Context: an optimization exercise on an open-source flow, tuned for small area, a short achievable clock period and few clock cycles per item. The choices shown serve that exercise and are no tape-out recipe. At most, simulation tests tie the RTL to the original design; equivalence was not proved. Power is estimated from default activity; no workload was simulated.

==> flow/design.v <==
module full_adder (
  input  in1,
  input  in2,
  input  cin,
  output sum,
  output cout
);
  assign sum  = in1 ^ in2 ^ cin;
  assign cout = (in1 & in2) | (in1 & cin) | (in2 & cin);
endmodule
module ripple_carry_adder #(
  parameter BUS_WIDTH = 32
) (
  input                  add_sub_b,
  input                  sign,
  input  [BUS_WIDTH-1:0] in1,
  input  [BUS_WIDTH-1:0] in2,
  output [BUS_WIDTH-1:0] out,
  output                 z,
  output                 n,
  output                 c,
  output                 v
);
  wire [BUS_WIDTH:0] carry;
  assign carry[0] = add_sub_b;
  assign z        = ~(|out);
  assign n        = (sign) ? out[BUS_WIDTH-1] : 1'b0;
  assign c        = carry[BUS_WIDTH];
  assign v        = (sign) ? carry[BUS_WIDTH] ^ carry[BUS_WIDTH-1] : 1'b0;
  genvar i;
  generate
    for (i = 0; i < BUS_WIDTH; i = i + 1) begin : rca_slice
      full_adder fa (
        .cin (carry[i]),
        .in1 (in1[i]),
        .in2 (in2[i] ^ add_sub_b),
        .sum (out[i]),
        .cout(carry[i+1])
      );
    end
  endgenerate
endmodule
module restoring_divider #(
  parameter DIV_WIDTH = 16
) (
  input                      clk,
  input                      rst_n,
  input                      start,
  input                      sign,
  input      [DIV_WIDTH-1:0] in1,
  input      [DIV_WIDTH-1:0] in2,
  output     [DIV_WIDTH-1:0] q,
  output     [DIV_WIDTH-1:0] r,
  output reg                 ready
);
  reg  [15:0] d_reg;      
  reg         aneg, bneg;
  reg  [15:0] r_reg;      
  reg  [15:0] a_reg;      
  reg  [4:0]  cnt;        
  reg         run, fix;
  reg         f_reg;      
  wire qneg = aneg ^ bneg;
  wire [19:0] x4 = {r_reg, a_reg[15:12]};
  reg  [15:0] tmask;      
  integer j;
  always @(*) begin
    for (j = 0; j < 16; j = j + 1)
      tmask[j] = ~|(d_reg >> (j + 1));
  end
  wire hi_set  = |x4[19:16] | |(x4[15:0] & tmask);
  wire lo_ones = &(x4[15:0] | tmask);
  wire skip    = ~hi_set & ~lo_ones & ~cnt[4] & ~(cnt[3] & cnt[2] & (cnt[1] | cnt[0]));
  wire [16:0] x   = {r_reg, a_reg[15]};
  wire [17:0] z   = {1'b0, x} + {2'b11, ~d_reg} + {17'd0, ~bneg};
  wire        qb  = ~z[17];
  wire [4:0]  cnt_n = cnt + (skip ? 5'd4 : 5'd1);
  wire        z_ones = &z[16:0];
  wire        sp  = aneg & f_reg;
  always @(posedge clk) begin
    d_reg <= in2 ^ {16{sign & in2[15]}};
    aneg  <= sign & in1[15];
    bneg  <= sign & in2[15];
    if (!rst_n) begin
      ready <= 1'b1;
      run   <= 1'b0;
      fix   <= 1'b0;
    end else if (ready) begin
      if (start) begin
        ready <= 1'b0;
        run   <= 1'b1;
        cnt   <= 5'd0;
        r_reg <= 16'd0;
        a_reg <= in1 ^ {16{sign & in1[15]}};
      end
    end else if (run) begin
      if (skip) begin
        r_reg <= x4[15:0];
        a_reg <= {a_reg[11:0], {4{qneg}}};
        f_reg <= 1'b0;
      end else begin
        r_reg <= qb ? z[15:0] : x[15:0];
        a_reg <= {a_reg[14:0], qb ^ qneg};
        f_reg <= z_ones | (f_reg & x[0]);
      end
      cnt <= cnt_n;
      if (cnt_n[4]) begin
        run   <= 1'b0;
        fix   <= aneg | bneg;
        ready <= ~(aneg | bneg);
      end
    end else if (fix) begin
      if (aneg) r_reg <= sp ? 16'd0 : ~r_reg;
      a_reg <= a_reg + {15'd0, sp ^ qneg};
      fix   <= 1'b0;
      ready <= 1'b1;
    end
  end
  assign q = a_reg;
  assign r = r_reg;
endmodule
clock: 15.0 ns
lec_check: 0
cap_margin: 20
core_margin: 2
core_utilization: 40
slew_margin: 20
standard.sh (not shown) runs the stock make flow with config.mk's settings and CLKGATE_MAP_FILE= SYNTH_SCRIPT=/design/flow/synth_recipe.tcl, a recipe that flattens the netlist after the stock synthesis.
==> flow/flow/run.sh <==
#!/bin/bash
# Standard ORFS layout (the standard.sh, standard synthesis), with two
# layout choices: plain buf_1 cells as the port buffers, and timing repair
# aiming for 11 ns of setup slack (a tighter target than the 15 ns clock
# needs). The SDC and clock period are unchanged. make's output goes to
# flow_make.log; each ORFS step keeps its own log under orfs/logs.
set -uo pipefail
bash standard.sh "BUFFER_PORTS_ARGS=-buffer_cell sky130_fd_sc_hd__buf_1" SETUP_SLACK_MARGIN=11  finish > flow_make.log 2>&1
Testbench counts at the start, summed over its fixed seeds: cycles 18,830, items 1,600.
Change:
--- a/flow/design.v
+++ b/flow/design.v
@@ -57,9 +57,10 @@
   reg         aneg, bneg;
   reg  [15:0] r_reg;      
   reg  [15:0] a_reg;      
-  reg  [4:0]  cnt;        
-  reg         run, fix;
+  reg  [3:0]  cnt;        
+  reg         run, fix;   
   reg         f_reg;      
+  wire idle = ~run & ~fix;
   wire qneg = aneg ^ bneg;
   wire [19:0] x4 = {r_reg, a_reg[15:12]};
   reg  [15:0] tmask;      
@@ -70,13 +71,15 @@
   end
   wire hi_set  = |x4[19:16] | |(x4[15:0] & tmask);
   wire lo_ones = &(x4[15:0] | tmask);
-  wire skip    = ~hi_set & ~lo_ones & ~cnt[4] & ~(cnt[3] & cnt[2] & (cnt[1] | cnt[0]));
+  wire cnt_le12 = ~(cnt[3] & cnt[2] & (cnt[1] | cnt[0]));
+  wire skip    = ~hi_set & ~lo_ones & cnt_le12;
+  wire done    = skip ? (cnt == 4'd12) : (cnt == 4'd15);
   wire [16:0] x   = {r_reg, a_reg[15]};
   wire [17:0] z   = {1'b0, x} + {2'b11, ~d_reg} + {17'd0, ~bneg};
   wire        qb  = ~z[17];
-  wire [4:0]  cnt_n = cnt + (skip ? 5'd4 : 5'd1);
   wire        z_ones = &z[16:0];
   wire        sp  = aneg & f_reg;
+  wire        needfix = aneg | bneg;
   always @(posedge clk) begin
     d_reg <= in2 ^ {16{sign & in2[15]}};
     aneg  <= sign & in1[15];
@@ -85,11 +88,11 @@
       ready <= 1'b1;
       run   <= 1'b0;
       fix   <= 1'b0;
-    end else if (ready) begin
+    end else if (idle) begin
       if (start) begin
         ready <= 1'b0;
         run   <= 1'b1;
-        cnt   <= 5'd0;
+        cnt   <= 4'd0;
         r_reg <= 16'd0;
         a_reg <= in1 ^ {16{sign & in1[15]}};
       end
@@ -98,18 +101,19 @@
         r_reg <= x4[15:0];
         a_reg <= {a_reg[11:0], {4{qneg}}};
         f_reg <= 1'b0;
+        cnt   <= cnt + 4'd4;
       end else begin
         r_reg <= qb ? z[15:0] : x[15:0];
         a_reg <= {a_reg[14:0], qb ^ qneg};
         f_reg <= z_ones | (f_reg & x[0]);
+        cnt   <= cnt + 4'd1;
       end
-      cnt <= cnt_n;
-      if (cnt_n[4]) begin
+      if (done) begin
         run   <= 1'b0;
-        fix   <= aneg | bneg;
-        ready <= ~(aneg | bneg);
+        fix   <= needfix;
+        ready <= ~needfix;
       end
-    end else if (fix) begin
+    end else begin
       if (aneg) r_reg <= sp ? 16'd0 : ~r_reg;
       a_reg <= a_reg + {15'd0, sp ^ qneg};
       fix   <= 1'b0;
Outcome: Critical path depth falls by 4. Sequential share of layout area falls by 1.5 points. Count of clock-buffer cells in the layout is unchanged. Clock power falls by 13%. Final area rises by 3.0%.
No functional check of the RTL was part of the second run of this note.

-- port drivers added, routing unchanged --
How much do the figures lean on ideal ports? The routed layouts below were timed once more, with nothing changed but the port constraints. Step 1, drivers: a clkbuf_16 drives clk and a buf_2 each remaining input, both assumed. Step 2 also shifts input and output timing later by t, the mid clock arrival at the registers, as if the neighbouring blocks saw the same clock. a / b / c = ideal / step 1 / step 2; a / b = the first two.
| run | t (ns) | slack for setup (ns) | clock arrival spread, ns |
|---|---|---|---|
| the first run | 0.370 | 10.989 / 10.991 / 10.629 | 0.014 / 0.014 |
| the second run | 0.380 | 10.983 / 10.952 / 10.726 | 0.009 / 0.009 |
After both steps setup and hold are still met in every run listed. The setup slack of the first run, which loses most, moves by +0.002 ns with the drivers and by -0.360 ns with both steps.
